Context: an optimization exercise on an open-source flow, tuned for small area, a short achievable clock period and few clock cycles per item. The choices shown serve that exercise and are no tape-out recipe. Function was checked by simulation only, so behaviour that the tests miss may differ from the original. Power and IR drop assume default switching activity.

**design/flow/design.v**
```verilog
module bk_add #(parameter W = 64) (
    input  [W-1:0] a, b,
    input          ci,
    output [W-1:0] s,
    output         co
);
    localparam N = W + 1;                  
    localparam L = $clog2(N);
    wire [N*(L+1)-1:0] gu, pu, gd;
    assign gu[N-1:0] = {a & b, ci};
    assign pu[N-1:0] = {a ^ b, 1'b0};
    genvar l, i;
    generate for (l = 0; l < L; l = l + 1) begin : up
        for (i = 0; i < N; i = i + 1) begin : b_
            if ((i % (2 << l)) == (2 << l) - 1) begin : c
                assign gu[(l+1)*N+i] = gu[l*N+i] | (pu[l*N+i] & gu[l*N+i-(1<<l)]);
                assign pu[(l+1)*N+i] = pu[l*N+i] & pu[l*N+i-(1<<l)];
            end else begin : n
                assign gu[(l+1)*N+i] = gu[l*N+i];
                assign pu[(l+1)*N+i] = pu[l*N+i];
            end
        end
    end endgenerate
    assign gd[L*N +: N] = gu[L*N +: N];
    generate for (l = L - 1; l >= 0; l = l - 1) begin : dn
        for (i = 0; i < N; i = i + 1) begin : b_
            if (l >= 1 && i >= (3 << (l - 1)) - 1 && ((i + 1 - (3 << (l - 1))) % (2 << (l - 1))) == 0) begin : c
                assign gd[l*N+i] = gd[(l+1)*N+i] | (pu[l*N+i] & gd[(l+1)*N+i-(1<<(l-1))]);
            end else begin : n
                assign gd[l*N+i] = gd[(l+1)*N+i];
            end
        end
    end endgenerate
    assign s = pu[N-1:1] ^ gd[N-2:0];
    assign co = gd[N-1];
endmodule
module ssm #(parameter LEN = 128)(clk, rst, start, a_in, b_in, n_in, ready, p_out);
    input clk, rst, start;
    input [LEN-1:0] a_in, b_in, n_in;
    output reg ready;
    output [LEN-1:0] p_out;
    localparam W = LEN + 3;
    localparam WL = 66;            
    localparam WH = W - WL;
    localparam [1:0] ST_IDLE = 2'd0, ST_LOOP = 2'd1, ST_CONV = 2'd2, ST_LOADC = 2'd3;
    reg [W-1:0] S, C;
    reg [1:0] st;
    reg [7:0] cnt;       
    reg bbit;            
    reg tl;              
    reg ph;              
    reg fb;              
    reg [1:0] nk;        
    reg [1:0] fstep;     
    reg [1:0] lq;        
    reg cinr;            
    assign p_out = S[LEN:1];
    wire signed [6:0] est = S[W-1:W-7] + C[W-1:W-7];
    wire signed [6:0] t1 = 7'sd6 + {5'd0, nk};
    wire signed [6:0] t2 = 7'sd15 + {4'd0, nk, 1'b0} + {5'd0, nk};
    wire ge0 = est >= -7'sd2;
    wire ge1 = est >= t1;
    wire ge2 = est >= t2;
    wire [1:0] eq = fb ? 2'd0 : ~ge0 ? 2'd1 : ~ge1 ? 2'd0 : ~ge2 ? 2'd2 : 2'd3;
    wire [1:0] qs = (st == ST_LOOP) ? eq : lq;
    wire q_n2 = (qs == 2'd1) | (qs == 2'd2);
    wire q_n4 = (qs == 2'd3);
    wire qneg = qs[1];
    wire [W-1:0] n2 = {2'b00, n_in, 1'b0};
    wire [W-1:0] n4 = {1'b0, n_in, 2'b00};
    wire [W-1:0] qt = (({W{q_n2}} & n2) | ({W{q_n4}} & n4)) ^ {W{qneg}};
    wire [W-1:0] x1 = {S[W-2:0], 1'b0};
    wire [W-1:0] x2 = {C[W-2:0], 1'b0};
    wire [W-1:0] x3 = {3'b000, a_in & {LEN{bbit}}};
    wire [W-1:0] s1 = x1 ^ x2 ^ x3;
    wire [W-1:0] c1 = (x1 & x2) | (x1 & x3) | (x2 & x3);
    wire [W-1:0] c1s = {c1[W-2:0], 1'b0};
    wire [W-1:0] csa_s = s1 ^ c1s ^ qt;
    wire [W-1:0] c2 = (s1 & c1s) | (s1 & qt) | (c1s & qt);
    wire [W-1:0] csa_c = {c2[W-2:0], qneg};
    wire [WL-1:0] slo;
    wire [WH-1:0] shi;
    wire co, co_hi;
    bk_add #(WL) add_lo (.a(S[WL-1:0]), .b(C[WL-1:0]), .ci(cinr), .s(slo), .co(co));
    bk_add #(WH) add_hi (.a(S[W-1:WL]), .b(C[W-1:WL]), .ci(1'b0), .s(shi), .co(co_hi));
    wire xneg = shi[WH-1];
    wire conv_done = ~co;
    reg dn, nx;
    reg [1:0] lq_n, fstep_n;
    always @(*) begin
        dn = 1'b0; nx = 1'b0; lq_n = 2'd1; fstep_n = 2'd2;
        if (!fb) begin
            if (fstep == 2'd0 && xneg) begin lq_n = 2'd1; fstep_n = 2'd2; end
            else dn = 1'b1;
        end else if (!ph) begin
            case (fstep)
                2'd0: begin lq_n = 2'd3; fstep_n = 2'd1; end
                2'd1: if (xneg) begin lq_n = 2'd1; fstep_n = 2'd2; end else nx = 1'b1;
                2'd2: if (xneg) begin lq_n = 2'd1; fstep_n = 2'd3; end else nx = 1'b1;
                default: nx = 1'b1;
            endcase
        end else begin
            case (fstep)
                2'd0: begin lq_n = 2'd2; fstep_n = 2'd1; end
                2'd1: if (xneg) begin lq_n = 2'd1; fstep_n = 2'd2; end else dn = 1'b1;
                default: dn = 1'b1;
            endcase
        end
    end
    always @(posedge clk or posedge rst) begin
        if (rst)
            S <= {W{1'b0}};
        else case (st)
            ST_IDLE: if (start) S <= {W{1'b0}};
            ST_LOOP: S <= csa_s;
            ST_CONV: S <= {shi, slo};
            default: S <= S;
        endcase
    end
    always @(posedge clk) begin
        case (st)
            ST_LOOP:  C <= csa_c;
            ST_CONV:  C <= {{(WH-1){1'b0}}, co, {WL{1'b0}}};
            ST_LOADC: C <= qt;
            default:  C <= {W{1'b0}};
        endcase
    end
    always @(posedge clk or posedge rst) begin
        if (rst) begin
            st <= ST_IDLE;
            ready <= 1'b1;
            cnt <= 8'd0;
            bbit <= 1'b0;
            tl <= 1'b0;
            ph <= 1'b0;
            fb <= 1'b0;
            nk <= 2'd0;
            fstep <= 2'd0;
            lq <= 2'd0;
            cinr <= 1'b0;
        end else begin
            case (st)
                ST_IDLE: if (start) begin
                    st <= ST_LOOP;
                    ready <= 1'b0;
                    cnt <= 8'd126;
                    bbit <= b_in[LEN-1];
                    tl <= 1'b0;
                    ph <= 1'b0;
                    fb <= ~n_in[LEN-1];
                    nk <= n_in[LEN-2:LEN-3];
                    fstep <= 2'd0;
                end
                ST_LOOP: begin
                    if (tl) begin
                        ph <= 1'b1;
                        st <= ST_CONV;
                    end else begin
                        if (cnt[7]) begin
                            bbit <= 1'b0;
                            tl <= 1'b1;
                        end else begin
                            bbit <= b_in[cnt[6:0]];
                            cnt <= cnt - 8'd1;
                        end
                        if (fb) st <= ST_CONV;
                    end
                    fstep <= 2'd0;
                end
                ST_CONV: begin
                    cinr <= 1'b0;
                    if (conv_done) begin
                        if (dn) begin
                            st <= ST_IDLE;
                            ready <= 1'b1;
                        end else if (nx)
                            st <= ST_LOOP;
                        else begin
                            st <= ST_LOADC;
                            lq <= lq_n;
                            fstep <= fstep_n;
                        end
                    end
                end
                ST_LOADC: begin
                    cinr <= lq[1];
                    st <= ST_CONV;
                end
            endcase
        end
    end
endmodule
```
**design/flow/run.sh**
```bash
#!/bin/bash
# synth_recipe.tcl (not shown) runs the flow's synth.tcl, then flattens the netlist and writes it again
# the make line also repeats each setting of config.mk as NAME=value (left out here)
make -C /OpenROAD-flow-scripts/flow DESIGN_CONFIG=/design/flow/config.mk WORK_HOME=/design/flow/orfs CLKGATE_MAP_FILE= SYNTH_SCRIPT=/design/flow/synth_recipe.tcl finish
```
**design/flow/config.mk**
```make
export PLATFORM = sky130hd
export DESIGN_NAME = ssm
export DESIGN_NICKNAME = ssm
export VERILOG_FILES = /design/flow/design.v
export SDC_FILE = /design/flow/constraint.sdc
export NUM_CORES = 4
export LEC_CHECK = 0
export CAP_MARGIN = 20
export CORE_MARGIN = 2
export CORE_UTILIZATION = 40
export SLEW_MARGIN = 20
```
**design/flow/constraint.sdc**
```tcl
create_clock -name core_clock -period 7.5 [get_ports {clk}]
set_input_delay 1.5000 -clock core_clock [delete_from_list [all_inputs] [get_ports {clk}]]
set_output_delay 1.5000 -clock core_clock [all_outputs]
set_load 0.01 [all_outputs]
```
==> results_tabular.tex, run 1 <==
\begin{tabular}{lr}
\hline
Metric & Value \\
\hline
\multicolumn{2}{l}{\textbf{Clock network}} \\
\quad Worst-skew pair later-pin latency & 0.57 ns \\
\quad Post-CTS Repair Setup Buffers & 0 \\
\quad H-tree levels & 2 \\
\quad CTS tree & built \\
\quad Clock transition at the register clock pins on the worst setup and hold paths after CTS & 0.06 ns \\
\quad Num CTS Buffers & 38 \\
\quad Buffers from clock root to sink, at most & 3 \\
\quad Post\_cts resized & 0 \\
\quad Clk sinks & 284 \\
\quad Cell at the root of the clock tree & sky130\_fd\_sc\_hd\_\_clkbuf\_16 \\
\quad CTS Hold Bufs & 0 \\
\multicolumn{2}{l}{\textbf{STA}} \\
\quad Setup repair after global routing missed its margin & no \\
\quad Fin crit period & 5.93 ns \\
\quad Hold Fails Final Rpt & 0 \\
\quad Fin crit share & 0.791 \\
\quad Rel. slew slack & 0.0752 \\
\quad Setup skew after layout & 0.0273 ns \\
\quad Max-slew violation count & 0 \\
\quad Post-route setup TNS & 0 ns \\
\quad Slew at the pin closest to its max-slew limit & 1.39 ns \\
\quad Peak Freq & 0.169 GHz \\
\quad Total setup violations reported at the end of the flow & 0 \\
\multicolumn{2}{l}{\textbf{Synth}} \\
\quad Post-synthesis compound-gate area fraction & 0.172 \\
\quad Syn\_area\_per\_cell & 9.64 sq um \\
\quad Yosys warning total & 1 \\
\quad Synth top area share & 0.212 \\
\quad Cell with the most instances after synthesis & sky130\_fd\_sc\_hd\_\_fa\_1 \\
\quad Post-Synth Simple-Gate Area & 0.100 \\
\quad Top cells by area, synth & sky130\_fd\_sc\_hd\_\_fa\_1 21\%, sky130\_fd\_sc\_hd\_\_dfrtp\_1 14\%, sky130\_fd\_sc\_hd\_\_dfxtp\_1 9.4\% \\
\quad Net Count, Synth & 3,767 \\
\quad Parity-gate share of the synthesized area counting xor and xnor cells & 0.0738 \\
\quad Proportion of synthesized chip area in sequential cells & 0.230 \\
\quad Most frequent cells after synthesis & 296 x sky130\_fd\_sc\_hd\_\_fa\_1, 262 x sky130\_fd\_sc\_hd\_\_inv\_1, 211 x sky130\_fd\_sc\_hd\_\_nand2\_1, 179 x sky130\_fd\_sc\_hd\_\_ha\_1, 164 x sky130\_fd\_sc\_hd\_\_o21ai\_0 \\
\quad Cell taking the most area after synthesis & sky130\_fd\_sc\_hd\_\_fa\_1 \\
\quad Post-synth EDFFs & 0 \\
\quad Area share of fa/ha/maj cells after synthesis & 0.291 \\
\quad Synthesized flop and latch total & 284 \\
\quad Top\_reg\_cell synth & sky130\_fd\_sc\_hd\_\_dfrtp\_1 \\
\quad Post-synthesis instance total & 2,905 \\
\quad Synth async-reset ratio & 0.539 \\
\quad Dominant combinational cell family by area after synthesis & adder cells \\
\quad Portion of netlist area occupied by mux cells & 0.0364 \\
\quad Syn Std Cell Area & 28,000 sq um \\
\quad Synth cell types & 69 \\
\multicolumn{2}{l}{\textbf{Placed design}} \\
\quad Number of input and output port buffers inserted & 515 \\
\quad Routability Congestion & 0.923 \\
\quad Detail Placement HPWL & 69.6 mm \\
\quad Cell area reported after detailed placement & 32,900 sq um \\
\multicolumn{2}{l}{\textbf{Detailed routing}} \\
\quad Total iterations of the first detailed-routing run & 6 \\
\quad Vias per cell & 5.55 \\
\quad Average routed wire per standard cell & 22.8 microns \\
\quad Number of nets with antenna violations after detailed routing & 0 \\
\quad Starting DRC count in detailed routing & 1,912 \\
\quad Count of unresolved DRC violations after routing & 0 \\
\quad Wirelength, routed & 95.3 mm \\
\quad Total vias in the final route & 23,200 \\
\multicolumn{2}{l}{\textbf{Global route}} \\
\quad Number of antenna violations at the first check in global routing & 15 \\
\quad Largest net degree at the start of global routing & 130 \\
\quad Global-route wire length before repair & 146 mm \\
\quad Via count of the first global-routing pass & 25,100 \\
\quad Gr ovfl total & 0 \\
\quad GRT Total Usage & 0.265 \\
\multicolumn{2}{l}{\textbf{Critical path}} \\
\quad Worst reg-to-reg path cell count & 16 \\
\quad Critical path's slowest cell & sky130\_fd\_sc\_hd\_\_o311ai\_0 \\
\quad Most used cell, CP & sky130\_fd\_sc\_hd\_\_o21ai\_0 \\
\quad Crit path arrival time & 6.41 ns \\
\quad Crit path kind & register to register \\
\quad Top delay family on crit path & compound AO/OA/AOI/OAI gates \\
\quad CP peak stage delay & 0.79 ns \\
\quad Origin of the critical flop-to-flop path & S[2] \\
\quad Type of origin of the critical path & register \\
\quad Worst r2r dst & st[1] \\
\quad Cell-by-cell trace of the critical path & ha\_1 -> o21ai\_0 -> a21oi\_1 -> o21a\_1 -> o311ai\_0 -> a211oi\_1 -> o21ai\_0 -> a21oi\_1 -> nor3\_1 -> o31ai\_1 -> o31ai\_1 -> fa\_1 -> nor2\_1 -> a2111oi\_0 -> o311ai\_0 -> o21ai\_0 \\
\quad Crit path max fanout & 4 \\
\quad Flop2flop setup slack & 1.57 ns \\
\quad Critical path buffer and inverter count & 0 \\
\quad Endpoint type of the worst setup path & register \\
\quad Worst Path Required & 7.97 ns \\
\multicolumn{2}{l}{\textbf{Die}} \\
\quad Die extent in x & 269 microns \\
\quad Die area & 72,200 sq um \\
\quad I/O pin cnt & 516 \\
\quad Number of standard-cell rows in the floorplan & 97 \\
\quad Initial standard-cell utilization of the core & 0.402 \\
\quad Core Area & 69,700 sq um \\
\quad Overall die height & 269 microns \\
\multicolumn{2}{l}{\textbf{Power and ir drop}} \\
\quad VDD IR max & 0.615 mV \\
\quad Leakage power & 15.0 nW \\
\quad Power density normalized to cell area & 437 nW/um\^{}2 \\
\multicolumn{2}{l}{\textbf{Worst hold path}} \\
\quad Worst Hold Class & register to register \\
\quad Endpoint with the worst hold slack & lq[0] \\
\quad Worst hold path stage count & 1 \\
\quad Origin of the worst min-delay path & lq[0] \\
\multicolumn{2}{l}{\textbf{Flow run}} \\
\quad Number of max-cap violations & 0 \\
\multicolumn{2}{l}{\textbf{Final layout}} \\
\quad Post-layout net count & 4,056 \\
\quad Summed area of non-filler cells in the final layout & 34,300 sq um \\
\quad Fraction of final layout cells with drive strength greater than 1 & 0.0503 \\
\quad Area added between synthesis and finish & 22.3\% \\
\quad Filler cells & 6,370 \\
\multicolumn{2}{l}{\textbf{Outcome}} \\
\quad Run status & finished clean \\
\hline
\end{tabular}
[logic make-up (layout without fill, tap and decap cells)]
family	Yosys count	after routing
buf+inv	551	869
other cells	0	10
compound gates	724	724
flops	284	284
xor+xnor	231	231
simple gates	591	591
fa+ha+maj	475	475
mux	49	49
[placed cells by master (no fill, tap or decap), types with 42 or more instances in the layout]
master	Yosys	final
sky130_fd_sc_hd__a21o_1	71	71
sky130_fd_sc_hd__a21oi_1	68	68
sky130_fd_sc_hd__a22oi_1	150	150
sky130_fd_sc_hd__a2bb2oi_1	61	61
sky130_fd_sc_hd__and2_1	132	132
sky130_fd_sc_hd__clkdlybuf4s50_1	0	515
sky130_fd_sc_hd__dfrtp_1	152	150
sky130_fd_sc_hd__dfxtp_1	131	131
sky130_fd_sc_hd__fa_1	296	296
sky130_fd_sc_hd__ha_1	179	176
sky130_fd_sc_hd__inv_1	262	261
sky130_fd_sc_hd__mux4_2	42	42
sky130_fd_sc_hd__nand2_1	211	208
sky130_fd_sc_hd__nand3_1	51	51
sky130_fd_sc_hd__nor2_1	122	120
sky130_fd_sc_hd__o21ai_0	164	164
sky130_fd_sc_hd__o22ai_1	139	139
sky130_fd_sc_hd__xnor2_1	144	144
sky130_fd_sc_hd__xor2_1	84	84
[layout make-up]
type / count / area [sq um] / area share
Sequential cell: 284 / 6460 / 0.189
Clock inverter: 16 / 190 / 0.00555
Tap cell: 940 / 1180 / 0.0343
Antenna cell: 10 / 25.0 / 0.000731
Inverter: 263 / 995 / 0.0290
Timing Repair Buffer: 537 / 5380 / 0.157
Clock buffer: 53 / 1080 / 0.0315
Multi-Input combinational cell: 2070 / 18900 / 0.553
[metal layers]
metal,global-route usage,vias up,part of all wire
met5,0,-,0.00014
met4,0.108,2,0.039
met3,0.0421,187,0.068
met2,0.457,931,0.49
met1,0.331,11600,0.40
li1,-,10400,-
[metrics by stage]
stage	hold slack, ns	instances	util	setup WS (ns)	power [mW]
final	0.486	4173	0.492	1.57	15.0
after global routing	0.513	4173	0.492	1.11	16.3
after detailed placement	0.466	4093	0.473	1.69	13.0
after CTS	0.486	4162	0.491	1.67	15.0
after global placement	0.467	4092	0.472	1.75	12.7
after floorplan	0.450	2905	-	1.88	10.2
[worst register-to-register path, delay by kind of cell, from the launching register on]
family                   cells  cell delay [ns]
adder cells (fa/ha/maj)      2             0.76
AND/OR/NAND/NOR              2             0.85
AO/OA/AOI/OAI               12             3.80
flip-flops                   1             0.44
[power breakdown]
| part | internal [mW] | total (mW) | switching [mW] |
|---|---|---|---|
| registers | 1.86 | 2.30 | 0.431 |
| logic | 4.53 | 10.8 | 6.23 |
| clock network | 1.14 | 1.92 | 0.776 |
| total | 7.53 | 15.0 | 7.43 |
[worst max-delay path by stage]
stage,from,endpoint,slack [ns],depth (start not counted)
floorplan,rst,S[0],1.88,1
global placement,S[2],st[1],1.75,16
detailed placement,S[124],S[94],1.69,17
CTS,S[124],S[94],1.67,17
global route,S[2],st[1],1.11,16
finish,S[2],st[1],1.57,16
[state kept, by name, summed over array words and instances, names as in the netlist]
register  count
C           131
S           131
cnt           8
fstep         2
lq            2
nk            2
st            2
bbit          1
cinr          1
fb            1
ph            1
ready         1
tl            1
Testbench counts, summed over its fixed seeds: cycles 33,799, items 256.
==> run 2, diff against run 1 <==
--- a/design/flow/config.mk
+++ b/design/flow/config.mk
@@ -5,7 +5,9 @@
 export SDC_FILE = /design/flow/constraint.sdc
 export NUM_CORES = 4
 export LEC_CHECK = 0
+export ABC_CLOCK_PERIOD_IN_PS = 3000
 export CAP_MARGIN = 20
 export CORE_MARGIN = 2
 export CORE_UTILIZATION = 40
+export SETUP_SLACK_MARGIN = 4.3
 export SLEW_MARGIN = 20
==> run 2 against run 1 <==
Still clean. Hold slack better by 0.014 ns. Register-to-register slack better by 1.3 ns. Critical path depth is 3 higher. Wire length is 14% higher. Sequential share of layout area is 2.5 points lower. Power is 49% higher. Highest routed layer unchanged.
==> results_tabular.tex, run 2 <==
\begin{tabular}{lr}
\hline
Metric & Value \\
\hline
\multicolumn{2}{l}{\textbf{Placed design}} \\
\quad Pre-CTS worst setup slack & 1.87 ns (was 1.69 ns) \\
\quad Detail Placement HPWL & 69.2 mm (was 69.6 mm) \\
\quad Number of input and output port buffers inserted & 515 (unchanged) \\
\quad Routability Congestion & 0.868 (was 0.923) \\
\multicolumn{2}{l}{\textbf{Critical path}} \\
\quad Crit path kind & register to register (unchanged) \\
\quad Crit path max fanout & 3 (was 4) \\
\quad Worst r2r dst & lq[1] (was st[1]) \\
\quad Type of origin of the critical path & register (unchanged) \\
\quad Crit path arrival time & 5.07 ns (was 6.41 ns) \\
\quad Worst Path Required & 7.93 ns (was 7.97 ns) \\
\quad Flop2flop setup slack & 2.86 ns (was 1.57 ns) \\
\quad Endpoint type of the worst setup path & register (unchanged) \\
\quad Worst reg-to-reg path cell count & 19 (was 16) \\
\quad Origin of the critical flop-to-flop path & S[87] (was S[2]) \\
\multicolumn{2}{l}{\textbf{Synth}} \\
\quad Post-synth EDFFs & 0 (unchanged) \\
\quad Synth cell types & 69 (unchanged) \\
\quad Synth top area share & 0.212 (unchanged) \\
\quad Area share of fa/ha/maj cells after synthesis & 0.291 (unchanged) \\
\quad Syn\_area\_per\_cell & 9.64 sq um (unchanged) \\
\quad Yosys warning total & 1 (unchanged) \\
\quad Syn Std Cell Area & 28,000 sq um (unchanged) \\
\quad Proportion of synthesized chip area in sequential cells & 0.230 (unchanged) \\
\quad Post-Synth Simple-Gate Area & 0.100 (unchanged) \\
\quad Post-synthesis instance total & 2,905 (unchanged) \\
\quad Top cells by area, synth & sky130\_fd\_sc\_hd\_\_fa\_1 21\%, sky130\_fd\_sc\_hd\_\_dfrtp\_1 14\%, sky130\_fd\_sc\_hd\_\_dfxtp\_1 9.4\% (unchanged) \\
\quad Post-synthesis compound-gate area fraction & 0.172 (unchanged) \\
\quad Synth async-reset ratio & 0.539 (unchanged) \\
\quad Cell taking the most area after synthesis & sky130\_fd\_sc\_hd\_\_fa\_1 (unchanged) \\
\quad Net Count, Synth & 3,767 (unchanged) \\
\quad Parity-gate share of the synthesized area counting xor and xnor cells & 0.0738 (unchanged) \\
\quad Most frequent cells after synthesis & 296 x sky130\_fd\_sc\_hd\_\_fa\_1, 262 x sky130\_fd\_sc\_hd\_\_inv\_1, 211 x sky130\_fd\_sc\_hd\_\_nand2\_1, 179 x sky130\_fd\_sc\_hd\_\_ha\_1, 164 x sky130\_fd\_sc\_hd\_\_o21ai\_0 (unchanged) \\
\quad Dominant combinational cell family by area after synthesis & adder cells (unchanged) \\
\quad Top\_reg\_cell synth & sky130\_fd\_sc\_hd\_\_dfrtp\_1 (unchanged) \\
\quad Portion of netlist area occupied by mux cells & 0.0364 (unchanged) \\
\quad Synthesized flop and latch total & 284 (unchanged) \\
\quad Cell with the most instances after synthesis & sky130\_fd\_sc\_hd\_\_fa\_1 (unchanged) \\
\multicolumn{2}{l}{\textbf{STA}} \\
\quad Fin crit period & 4.64 ns (was 5.93 ns) \\
\quad Post-layout worst setup margin & 2.86 ns (was 1.57 ns) \\
\quad Post-route setup TNS & 0 ns (unchanged) \\
\quad Total setup violations reported at the end of the flow & 0 (unchanged) \\
\quad Setup repair after global routing missed its margin & yes (was no) \\
\quad Peak Freq & 0.216 GHz (was 0.169 GHz) \\
\quad Fin crit share & 0.618 (was 0.791) \\
\quad Slew at the pin closest to its max-slew limit & 1.35 ns (was 1.39 ns) \\
\quad Hold Fails Final Rpt & 0 (unchanged) \\
\quad Max-slew violation count & 0 (unchanged) \\
\quad Setup skew after layout & 0.0273 ns (about the same) \\
\quad Rel. slew slack & 0.100 (was 0.0752) \\
\multicolumn{2}{l}{\textbf{Die}} \\
\quad Die extent in x & 269 microns (unchanged) \\
\quad Number of standard-cell rows in the floorplan & 97 (unchanged) \\
\quad Overall die height & 269 microns (unchanged) \\
\quad Core Area & 69,700 sq um (unchanged) \\
\quad Die area & 72,200 sq um (unchanged) \\
\quad Initial standard-cell utilization of the core & 0.402 (unchanged) \\
\quad I/O pin cnt & 516 (unchanged) \\
\multicolumn{2}{l}{\textbf{Detailed routing}} \\
\quad Total iterations of the first detailed-routing run & 5 (was 6) \\
\quad Count of unresolved DRC violations after routing & 0 (unchanged) \\
\quad Starting DRC count in detailed routing & 1,757 (was 1,912) \\
\quad Wirelength, routed & 109 mm (was 95.3 mm) \\
\quad Vias per cell & 5.63 (was 5.55) \\
\quad Average routed wire per standard cell & 24.7 microns (was 22.8 microns) \\
\quad Total vias in the final route & 24,800 (was 23,200) \\
\quad Number of nets with antenna violations after detailed routing & 0 (unchanged) \\
\multicolumn{2}{l}{\textbf{Power and ir drop}} \\
\quad Leakage power & 17.6 nW (was 15.0 nW) \\
\quad Power density normalized to cell area & 559 nW/um\^{}2 (was 437 nW/um\^{}2) \\
\quad Power Total & 22.4 mW (was 15.0 mW) \\
\quad VDD IR max & 0.575 mV (was 0.615 mV) \\
\multicolumn{2}{l}{\textbf{Global route}} \\
\quad Gr ovfl total & 0 (unchanged) \\
\quad Met2 usage & 0.502 (was 0.457) \\
\quad Number of antenna violations at the first check in global routing & 12 (was 15) \\
\quad Layer with the highest usage after global routing & met2 (unchanged) \\
\quad Largest net degree at the start of global routing & 136 (was 130) \\
\quad M3 GR Usage & 0.0508 (was 0.0421) \\
\quad Global-route wire length before repair & 161 mm (was 146 mm) \\
\quad Fraction of met1 tracks used by global routing & 0.362 (was 0.331) \\
\quad Via count of the first global-routing pass & 27,200 (was 25,100) \\
\quad GRT Total Usage & 0.296 (was 0.265) \\
\multicolumn{2}{l}{\textbf{Flow run}} \\
\quad Number of max-cap violations & 0 (unchanged) \\
\multicolumn{2}{l}{\textbf{Final layout}} \\
\quad Share of the core filled with cells in the final layout & 0.574 (was 0.492) \\
\quad Most common cell after layout, fill and taps aside & sky130\_fd\_sc\_hd\_\_clkdlybuf4s50\_1 (unchanged) \\
\quad Most frequent cells in the layout & 370 x sky130\_fd\_sc\_hd\_\_clkdlybuf4s50\_1, 255 x sky130\_fd\_sc\_hd\_\_inv\_1, 204 x sky130\_fd\_sc\_hd\_\_nand2\_1 (was 515 x sky130\_fd\_sc\_hd\_\_clkdlybuf4s50\_1, 296 x sky130\_fd\_sc\_hd\_\_fa\_1, 261 x sky130\_fd\_sc\_hd\_\_inv\_1) \\
\quad Filler cells & 5,900 (was 6,370) \\
\quad Post-layout net count & 4,300 (was 4,056) \\
\quad Area added between synthesis and finish & 42.6\% (was 22.3\%) \\
\quad Registers with the highest flip-flop counts & C x131, S x131, cnt x8 (unchanged) \\
\quad Fraction of final layout cells with drive strength greater than 1 & 0.287 (was 0.0503) \\
\multicolumn{2}{l}{\textbf{Worst hold path}} \\
\quad Worst Hold Class & register to register (unchanged) \\
\quad Endpoint with the worst hold slack & cinr (was lq[0]) \\
\quad Worst hold path stage count & 1 (unchanged) \\
\quad Origin of the worst min-delay path & cinr (was lq[0]) \\
\multicolumn{2}{l}{\textbf{Clock network}} \\
\quad CTS tree & built (unchanged) \\
\quad Worst-skew pair later-pin latency & 0.56 ns (was 0.57 ns) \\
\quad Clk sinks & 284 (unchanged) \\
\quad Clock transition at the register clock pins on the worst setup and hold paths after CTS & 0.06 ns (about the same) \\
\quad Buffers from clock root to sink, at most & 3 (unchanged) \\
\quad Cell at the root of the clock tree & sky130\_fd\_sc\_hd\_\_clkbuf\_16 (unchanged) \\
\quad H-tree levels & 2 (unchanged) \\
\quad Num CTS Buffers & 39 (was 38) \\
\multicolumn{2}{l}{\textbf{Outcome}} \\
\quad Run status & finished clean (unchanged) \\
\hline
\end{tabular}
## run 2: cell counts after synthesis
Identical to the previous run, type by type.
## run 2: cell families after synthesis
| group | count (synthesis) |
|---|---|
| xor+xnor | 231 |
| mux | 49 |
| compound gates | 724 |
| buf+inv | 551 |
| simple gates | 591 |
| fa+ha+maj | 475 |
| flops | 284 |
## run 2: metrics by stage
| step | instance area, sq um | hold WS, ns | instances |
|---|---|---|---|
| 6_report | 40000 | 0.500 | 4413 |
| 5_1_grt | 40000 | 0.515 | 4413 |
| 4_1_cts | 38600 | 0.498 | 4349 |
| 3_5_place_dp | 33400 | 0.485 | 4095 |
| 3_3_place_gp | 33400 | 0.483 | 4095 |
| 2_1_floorplan | 28700 | 0.454 | 2905 |
## run 2: per-layer routing
metal | wire (microns) | vias up
met4 | 5100 | 8
met2 | 54000 | 1012
met3 | 6890 | 243
li1 | - | 11000
met5 | 36 | -
met1 | 42900 | 12600
## run 2: critical path, stage by stage, from the launching register on
cell and delay, ns:
sky130_fd_sc_hd__dfrtp_2 0.44, sky130_fd_sc_hd__ha_4 0.29, sky130_fd_sc_hd__nand4_1 0.14, sky130_fd_sc_hd__nor3_2 0.26, sky130_fd_sc_hd__o211ai_1 0.17, sky130_fd_sc_hd__a21boi_2 0.33
sky130_fd_sc_hd__a211oi_4 0.08, sky130_fd_sc_hd__o311a_1 0.41, sky130_fd_sc_hd__o21ai_2 0.22, sky130_fd_sc_hd__and3_4 0.24, sky130_fd_sc_hd__a31oi_4 0.11, sky130_fd_sc_hd__o221a_4 0.26
sky130_fd_sc_hd__fa_2 0.37, sky130_fd_sc_hd__xor2_2 0.18, sky130_fd_sc_hd__o21ai_1 0.18, sky130_fd_sc_hd__nand2_1 0.10, sky130_fd_sc_hd__a31o_2 0.30, sky130_fd_sc_hd__inv_2 0.08
sky130_fd_sc_hd__nand2_4 0.06, sky130_fd_sc_hd__mux2_2 0.27
## run 2: report_power, final
group	switching [mW]	internal, mW
Sequential	0.461	1.88
Combinational	8.89	9.28
Clock	0.783	1.07
Total	10.1	12.2
## run 2: how the worst max path moves through the flow
stage	startpoint	end	slack, ns
2_1_floorplan	S[124]	S[112]	2.94
5_1_grt	S[87]	lq[1]	2.72
3_5_place_dp	S[124]	S[64]	1.87
6_report	S[87]	lq[1]	2.86
4_1_cts	S[124]	S[84]	2.94
3_3_place_gp	S[124]	S[66]	2.05
## run 2: final cells by class
type	instances	area, sq um	share of cell area
Inverter	263	998	0.0250
Tap cell	940	1180	0.0294
Multi-Input combinational cell	2070	22100	0.553
Clock inverter	7	63.8	0.00160
Antenna cell	6	15.0	0.000376
Sequential cell	284	6530	0.163
Clock buffer	63	1140	0.0284
Timing Repair Buffer	780	7950	0.199
## run 2: repair_timing
action	in CTS	in global routing
setup endpoints to repair	292	299
pin swaps	401	167
gates cloned	16	2
gates resized for setup	732	185
setup buffers	168	56
hold buffers	0	0
==> run 3, diff against run 2 <==
--- a/design/flow/design.v
+++ b/design/flow/design.v
@@ -50,25 +50,35 @@
     reg tl;              
     reg ph;              
     reg fb;              
-    reg [1:0] nk;        
     reg [1:0] fstep;     
     reg [1:0] lq;        
     reg cinr;            
+    reg [6:0] nt1, nt2;  
+    function cmp_neg(input [6:0] x, input [6:0] y, input [6:0] z);
+        reg [6:0] hs, hc, t;
+        begin
+            hs = x ^ y ^ z;
+            hc = (x & y) | (x & z) | (y & z);
+            t = hs + {hc[5:0], 1'b0};
+            cmp_neg = t[6];
+        end
+    endfunction
     assign p_out = S[LEN:1];
-    wire signed [6:0] est = S[W-1:W-7] + C[W-1:W-7];
-    wire signed [6:0] t1 = 7'sd6 + {5'd0, nk};
-    wire signed [6:0] t2 = 7'sd15 + {4'd0, nk, 1'b0} + {5'd0, nk};
-    wire ge0 = est >= -7'sd2;
-    wire ge1 = est >= t1;
-    wire ge2 = est >= t2;
-    wire [1:0] eq = fb ? 2'd0 : ~ge0 ? 2'd1 : ~ge1 ? 2'd0 : ~ge2 ? 2'd2 : 2'd3;
-    wire [1:0] qs = (st == ST_LOOP) ? eq : lq;
-    wire q_n2 = (qs == 2'd1) | (qs == 2'd2);
-    wire q_n4 = (qs == 2'd3);
-    wire qneg = qs[1];
+    wire [6:0] st_ = S[W-1:W-7], ct_ = C[W-1:W-7];
+    wire lt0 = cmp_neg(st_, ct_, 7'd2);
+    wire lt1 = cmp_neg(st_, ct_, nt1);
+    wire lt2 = cmp_neg(st_, ct_, nt2);
+    wire in_loop = (st == ST_LOOP);
+    wire e_p2 = ~fb & lt0;
+    wire e_m2 = ~fb & ~lt1 & lt2;
+    wire e_m4 = ~fb & ~lt2;
+    wire sel_p2 = in_loop ? e_p2 : (lq == 2'd1);
+    wire sel_m2 = in_loop ? e_m2 : (lq == 2'd2);
+    wire sel_m4 = in_loop ? e_m4 : (lq == 2'd3);
+    wire qneg = sel_m2 | sel_m4;
     wire [W-1:0] n2 = {2'b00, n_in, 1'b0};
     wire [W-1:0] n4 = {1'b0, n_in, 2'b00};
-    wire [W-1:0] qt = (({W{q_n2}} & n2) | ({W{q_n4}} & n4)) ^ {W{qneg}};
+    wire [W-1:0] qt = ({W{sel_p2}} & n2) | ({W{sel_m2}} & ~n2) | ({W{sel_m4}} & ~n4);
     wire [W-1:0] x1 = {S[W-2:0], 1'b0};
     wire [W-1:0] x2 = {C[W-2:0], 1'b0};
     wire [W-1:0] x3 = {3'b000, a_in & {LEN{bbit}}};
@@ -134,7 +144,8 @@
             tl <= 1'b0;
             ph <= 1'b0;
             fb <= 1'b0;
-            nk <= 2'd0;
+            nt1 <= 7'd0;
+            nt2 <= 7'd0;
             fstep <= 2'd0;
             lq <= 2'd0;
             cinr <= 1'b0;
@@ -148,7 +159,8 @@
                     tl <= 1'b0;
                     ph <= 1'b0;
                     fb <= ~n_in[LEN-1];
-                    nk <= n_in[LEN-2:LEN-3];
+                    nt1 <= 7'd0 - (7'd6 + {5'd0, n_in[LEN-2:LEN-3]});
+                    nt2 <= 7'd0 - (7'd15 + {4'd0, n_in[LEN-2:LEN-3], 1'b0} + {5'd0, n_in[LEN-2:LEN-3]});
                     fstep <= 2'd0;
                 end
                 ST_LOOP: begin
==> design/flow/config.mk (replaced) <==
export PLATFORM = sky130hd
export DESIGN_NAME = ssm
export DESIGN_NICKNAME = ssm
export VERILOG_FILES = /design/flow/design.v
export SDC_FILE = /design/flow/constraint.sdc
export NUM_CORES = 4
export LEC_CHECK = 0
export CAP_MARGIN = 20
export CORE_MARGIN = 2
export CORE_UTILIZATION = 40
export SETUP_SLACK_MARGIN = 4.5
export SLEW_MARGIN = 20
==> run 3 against run 2 <==
Sequential share of layout area grew 1.7 points. Clock power about the same. Maximum frequency increased by 6.7%. Register-to-register slack better by 0.29 ns. Utilization down 3.7 points. Die area rose by 0.89%. Worst setup slack improved by 0.29 ns. Global-route usage is 1.8 points lower. Clock skew rose by 0.0021 ns. Via count fell by 1.8%.
==> results_tabular.tex, run 3 <==
\begin{tabular}{lr}
\hline
Metric & Value \\
\hline
\multicolumn{2}{l}{\textbf{Synth}} \\
\quad Post-synth EDFFs & 0 (unchanged) \\
\quad Proportion of synthesized chip area in sequential cells & 0.235 (was 0.230) \\
\quad Most frequent cells after synthesis & 374 x sky130\_fd\_sc\_hd\_\_nand2\_1, 346 x sky130\_fd\_sc\_hd\_\_inv\_1, 331 x sky130\_fd\_sc\_hd\_\_fa\_1, 178 x sky130\_fd\_sc\_hd\_\_o21ai\_0, 160 x sky130\_fd\_sc\_hd\_\_dfrtp\_1 (was 296 x sky130\_fd\_sc\_hd\_\_fa\_1, 262 x sky130\_fd\_sc\_hd\_\_inv\_1, 211 x sky130\_fd\_sc\_hd\_\_nand2\_1, 179 x sky130\_fd\_sc\_hd\_\_ha\_1, 164 x sky130\_fd\_sc\_hd\_\_o21ai\_0) \\
\quad Cell taking the most area after synthesis & sky130\_fd\_sc\_hd\_\_fa\_1 (unchanged) \\
\quad Post-synthesis instance total & 2,949 (was 2,905) \\
\quad Synthesized flop and latch total & 292 (was 284) \\
\quad Synth async-reset ratio & 0.551 (was 0.539) \\
\quad Top cells by area, synth & sky130\_fd\_sc\_hd\_\_fa\_1 23\%, sky130\_fd\_sc\_hd\_\_dfrtp\_1 14\%, sky130\_fd\_sc\_hd\_\_dfxtp\_1 9.3\% (was sky130\_fd\_sc\_hd\_\_fa\_1 21\%, sky130\_fd\_sc\_hd\_\_dfrtp\_1 14\%, sky130\_fd\_sc\_hd\_\_dfxtp\_1 9.4\%) \\
\quad Synth cell types & 68 (was 69) \\
\quad Synth top area share & 0.234 (was 0.212) \\
\quad Top\_reg\_cell synth & sky130\_fd\_sc\_hd\_\_dfrtp\_1 (unchanged) \\
\quad Syn Std Cell Area & 28,300 sq um (was 28,000 sq um) \\
\quad Cell with the most instances after synthesis & sky130\_fd\_sc\_hd\_\_nand2\_1 (was sky130\_fd\_sc\_hd\_\_fa\_1) \\
\quad Yosys warning total & 1 (unchanged) \\
\quad Syn\_area\_per\_cell & 9.59 sq um (was 9.64 sq um) \\
\quad Net Count, Synth & 3,823 (was 3,767) \\
\multicolumn{2}{l}{\textbf{STA}} \\
\quad Setup skew after layout & 0.0294 ns (was 0.0273 ns) \\
\quad Slew at the pin closest to its max-slew limit & 1.35 ns (about the same) \\
\quad Setup repair after global routing missed its margin & yes (unchanged) \\
\quad Fin crit share & 0.580 (was 0.618) \\
\quad Hold Fails Final Rpt & 0 (unchanged) \\
\quad Post-route setup TNS & 0 ns (unchanged) \\
\quad Peak Freq & 0.230 GHz (was 0.216 GHz) \\
\quad Post-layout worst setup margin & 3.15 ns (was 2.86 ns) \\
\quad Max-slew violation count & 0 (unchanged) \\
\quad Rel. slew slack & 0.0995 (was 0.100) \\
\quad Total setup violations reported at the end of the flow & 0 (unchanged) \\
\quad Fin crit period & 4.35 ns (was 4.64 ns) \\
\multicolumn{2}{l}{\textbf{Power and ir drop}} \\
\quad Part of the total power dissipated in sequential elements & 0.168 (was 0.105) \\
\quad Sw Ratio & 0.472 (was 0.453) \\
\quad Comb power frac & 0.709 (was 0.813) \\
\quad VDD IR max & 0.320 mV (was 0.575 mV) \\
\quad Power share of the clock group & 0.123 (was 0.083) \\
\quad Power density normalized to cell area & 400 nW/um\^{}2 (was 559 nW/um\^{}2) \\
\quad Switching power total & 7.09 mW (was 10.1 mW) \\
\quad Leakage power & 16.0 nW (was 17.6 nW) \\
\quad Power Total & 15.0 mW (was 22.4 mW) \\
\quad Int Pwr & 7.94 mW (was 12.2 mW) \\
\multicolumn{2}{l}{\textbf{Detailed routing}} \\
\quad Total vias in the final route & 24,400 (was 24,800) \\
\quad Total iterations of the first detailed-routing run & 7 (was 5) \\
\quad Vias per cell & 5.61 (was 5.63) \\
\quad Number of nets with antenna violations after detailed routing & 0 (unchanged) \\
\quad Wirelength, routed & 103 mm (was 109 mm) \\
\quad Average routed wire per standard cell & 23.7 microns (was 24.7 microns) \\
\quad Starting DRC count in detailed routing & 1,628 (was 1,757) \\
\quad Count of unresolved DRC violations after routing & 0 (unchanged) \\
\multicolumn{2}{l}{\textbf{Global route}} \\
\quad Largest net degree at the start of global routing & 96 (was 136) \\
\quad Gr ovfl total & 0 (unchanged) \\
\quad Layer with the highest usage after global routing & met2 (unchanged) \\
\quad Met2 usage & 0.474 (was 0.502) \\
\quad Fraction of met1 tracks used by global routing & 0.354 (was 0.362) \\
\quad M3 GR Usage & 0.0463 (was 0.0508) \\
\quad Global-route wire length before repair & 157 mm (was 161 mm) \\
\quad GRT Total Usage & 0.278 (was 0.296) \\
\quad Via count of the first global-routing pass & 26,600 (was 27,200) \\
\quad Number of antenna violations at the first check in global routing & 8 (was 12) \\
\multicolumn{2}{l}{\textbf{Die}} \\
\quad Initial standard-cell utilization of the core & 0.404 (was 0.402) \\
\quad Core Area & 70,000 sq um (was 69,700 sq um) \\
\quad Number of standard-cell rows in the floorplan & 97 (unchanged) \\
\quad I/O pin cnt & 516 (unchanged) \\
\quad Die area & 72,800 sq um (was 72,200 sq um) \\
\quad Die extent in x & 270 microns (was 269 microns) \\
\quad Overall die height & 270 microns (was 269 microns) \\
\multicolumn{2}{l}{\textbf{Final layout}} \\
\quad Area added between synthesis and finish & 32.9\% (was 42.6\%) \\
\quad Most frequent cells in the layout & 370 x sky130\_fd\_sc\_hd\_\_nand2\_1, 344 x sky130\_fd\_sc\_hd\_\_inv\_1, 268 x sky130\_fd\_sc\_hd\_\_fa\_1 (was 370 x sky130\_fd\_sc\_hd\_\_clkdlybuf4s50\_1, 255 x sky130\_fd\_sc\_hd\_\_inv\_1, 204 x sky130\_fd\_sc\_hd\_\_nand2\_1) \\
\quad Post-layout net count & 4,244 (was 4,300) \\
\quad Most common cell after layout, fill and taps aside & sky130\_fd\_sc\_hd\_\_nand2\_1 (was sky130\_fd\_sc\_hd\_\_clkdlybuf4s50\_1) \\
\quad Registers with the highest flip-flop counts & C x131, S x131, cnt x8 (unchanged) \\
\quad Fraction of final layout cells with drive strength greater than 1 & 0.249 (was 0.287) \\
\multicolumn{2}{l}{\textbf{Clock network}} \\
\quad Clk sinks & 292 (was 284) \\
\quad H-tree levels & 2 (unchanged) \\
\quad Buffers from clock root to sink, at most & 3 (unchanged) \\
\quad Worst-skew pair later-pin latency & 0.57 ns (was 0.56 ns) \\
\quad Cell at the root of the clock tree & sky130\_fd\_sc\_hd\_\_clkbuf\_16 (unchanged) \\
\quad CTS tree & built (unchanged) \\
\quad Clock transition at the register clock pins on the worst setup and hold paths after CTS & 0.06 ns (about the same) \\
\quad CTS Hold Bufs & 0 (unchanged) \\
\quad Num CTS Buffers & 39 (unchanged) \\
\multicolumn{2}{l}{\textbf{Critical path}} \\
\quad Worst Path Required & 7.91 ns (was 7.93 ns) \\
\quad Crit path kind & register to register (unchanged) \\
\quad Endpoint type of the worst setup path & register (unchanged) \\
\quad Critical path's slowest cell & sky130\_fd\_sc\_hd\_\_o32a\_2 (was sky130\_fd\_sc\_hd\_\_dfrtp\_2) \\
\quad CP peak stage delay & 0.48 ns (was 0.44 ns) \\
\quad Type of origin of the critical path & register (unchanged) \\
\quad Flop2flop setup slack & 3.15 ns (was 2.86 ns) \\
\quad Crit path arrival time & 4.76 ns (was 5.07 ns) \\
\quad Crit path max fanout & 4 (was 3) \\
\quad Cell-by-cell trace of the critical path & fa\_1 -> ha\_1 -> nand2\_1 -> a21oi\_2 -> o21ai\_2 -> a21oi\_2 -> or3b\_4 -> mux2\_4 -> o32a\_2 -> buf\_12 -> buf\_16 -> buf\_12 -> o221a\_4 -> fa\_1 -> o22ai\_1 -> nand3\_1 -> o21ai\_1 (was ha\_4 -> nand4\_1 -> nor3\_2 -> o211ai\_1 -> a21boi\_2 -> a211oi\_4 -> o311a\_1 -> o21ai\_2 -> and3\_4 -> a31oi\_4 -> o221a\_4 -> fa\_2 -> xor2\_2 -> o21ai\_1 -> nand2\_1 -> a31o\_2 -> inv\_2 -> nand2\_4 -> mux2\_2) \\
\multicolumn{2}{l}{\textbf{Placed design}} \\
\quad Number of input and output port buffers inserted & 515 (unchanged) \\
\quad Detail Placement HPWL & 66.8 mm (was 69.2 mm) \\
\quad Routability Congestion & 0.851 (was 0.868) \\
\quad Pre-CTS worst setup slack & 2.64 ns (was 1.87 ns) \\
\multicolumn{2}{l}{\textbf{Worst hold path}} \\
\quad Worst Hold Class & register to register (unchanged) \\
\multicolumn{2}{l}{\textbf{Flow run}} \\
\quad Number of max-cap violations & 0 (unchanged) \\
\multicolumn{2}{l}{\textbf{Outcome}} \\
\quad Run status & finished clean (unchanged) \\
\hline
\end{tabular}
[run 3: cell count changes after synthesis, moves of 84 or more]
cell	change
sky130_fd_sc_hd__a22oi_1	-147
sky130_fd_sc_hd__nor2_1	-84
sky130_fd_sc_hd__inv_1	+84
sky130_fd_sc_hd__xnor2_1	-112
sky130_fd_sc_hd__o221a_2	+126
sky130_fd_sc_hd__nand2_1	+163
[run 3: final cells by class]
class	instances	area, sq um
inverters	347	1310
well taps	940	1180
diodes	4	10.0
clock buffers	66	1150
fillers	6175	32500
repair buffers	670	6260
flip-flops and latches	292	6780
multi-input cells	2020	20800
clock inverters	4	51.3
[run 3: logic make-up (layout without fill, tap and decap cells)]
logic type               count (synthesis)  count (layout)  share of synthesized area
AO/OA/AOI/OAI                          737             738                      0.188
XOR/XNOR                                68              68                     0.0211
adder cells (fa/ha/maj)                487             487                      0.303
buffers and inverters                  640            1087                      0.105
flip-flops                             292             292                      0.235
multiplexers                            50              50                     0.0366
other                                    0               4                          0
AND/OR/NAND/NOR                        675             677                      0.111
[run 3: power by group through the flow]
stage	clock, mW	combinational, mW	sequential, mW
2_1_floorplan	0	6.40	2.36
3_3_place_gp	0	8.33	2.56
3_5_place_dp	0	8.59	2.57
4_1_cts	1.88	9.90	2.52
5_1_grt	1.93	11.6	2.61
6_report	1.85	10.7	2.53
[run 3: timing repair]
action,4_1_cts,5_1_grt
setup buffers,83,31
pin swaps,120,88
resized for setup,646,324
endpoints found under the setup margin,398,276
gates cloned,20,3
endpoints found under the hold margin,0,0
[run 3: metrics by stage]
step                      instances  hold slack (ns)  utilization  cell area [sq um]
final                          4343            0.503        0.536              37600
after CTS                      4305            0.510        0.527              36900
after detailed placement       4132            0.497        0.484              33900
after floorplan                2949            0.444            -              29000
after global placement         4132            0.474        0.484              33900
after global routing           4342            0.553        0.536              37600
[run 3: routing by layer]
layer  wire length (microns)  share of wire
met4                    3530          0.034
met1                   42100           0.41
met5                      60        0.00058
met3                    6810          0.066
met2                   50500           0.49
[run 3: critical path: cells and delay by family, from the launching register on]
| kind | cells | cell delay (ns) |
|---|---|---|
| DFF | 1 | 0.44 |
| AOI/OAI and AO/OA | 7 | 1.11 |
| buffers and inverters | 3 | 0.45 |
| adders and majority gates | 3 | 1.24 |
| and+or+nand+nor | 3 | 0.60 |
| muxes | 1 | 0.32 |
[run 3: path summary, 6_finish.rpt]
kind,cells after the start,to,from
min in group asynchronous,2,cnt[3],rst
min reg2reg,2,nt1[3],nt1[3]
min,2,nt1[3],nt1[3]
max,17,S[17],S[126]
max reg2reg,17,S[17],S[126]
max in group asynchronous,3,S[39],rst
Testbench counts of run 3, summed over its fixed seeds: cycles 33,799, items 256.

[what the ideal ports hide]
Ports are ideal in the flow. The routed layouts listed here were re-timed in OpenROAD. Step 1 sets driving cells, clkbuf_16 on the clock port and buf_2 on the other inputs (assumed; they add their load-dependent delay and slew). Step 2 adds t to the input delays and takes it off the output delays; t is the mean of the earliest and latest rising clock arrival at the registers after step 1. Input paths then give back, and output paths get back, about the clock's delay inside the block. Three values: ideal, step 1, step 2; two values: the first two.
run	t (ns)	setup slack, ns	hold slack, ns	clock arrival spread, ns	worst data-port slew with drivers (ns)
run 1	0.615	1.568 / 1.568 / 1.568	0.486 / 0.486 / 0.486	0.028 / 0.027	0.16
run 2	0.610	2.862 / 2.862 / 2.862	0.500 / 0.500 / 0.500	0.027 / 0.028	0.13
run 3	0.627	3.153 / 3.153 / 2.918	0.503 / 0.503 / 0.503	0.030 / 0.030	0.11
After both steps every run listed still meets setup and hold. The setup slack of run 3, which loses most, moves by 0.000 ns with the drivers and by -0.235 ns with both steps.
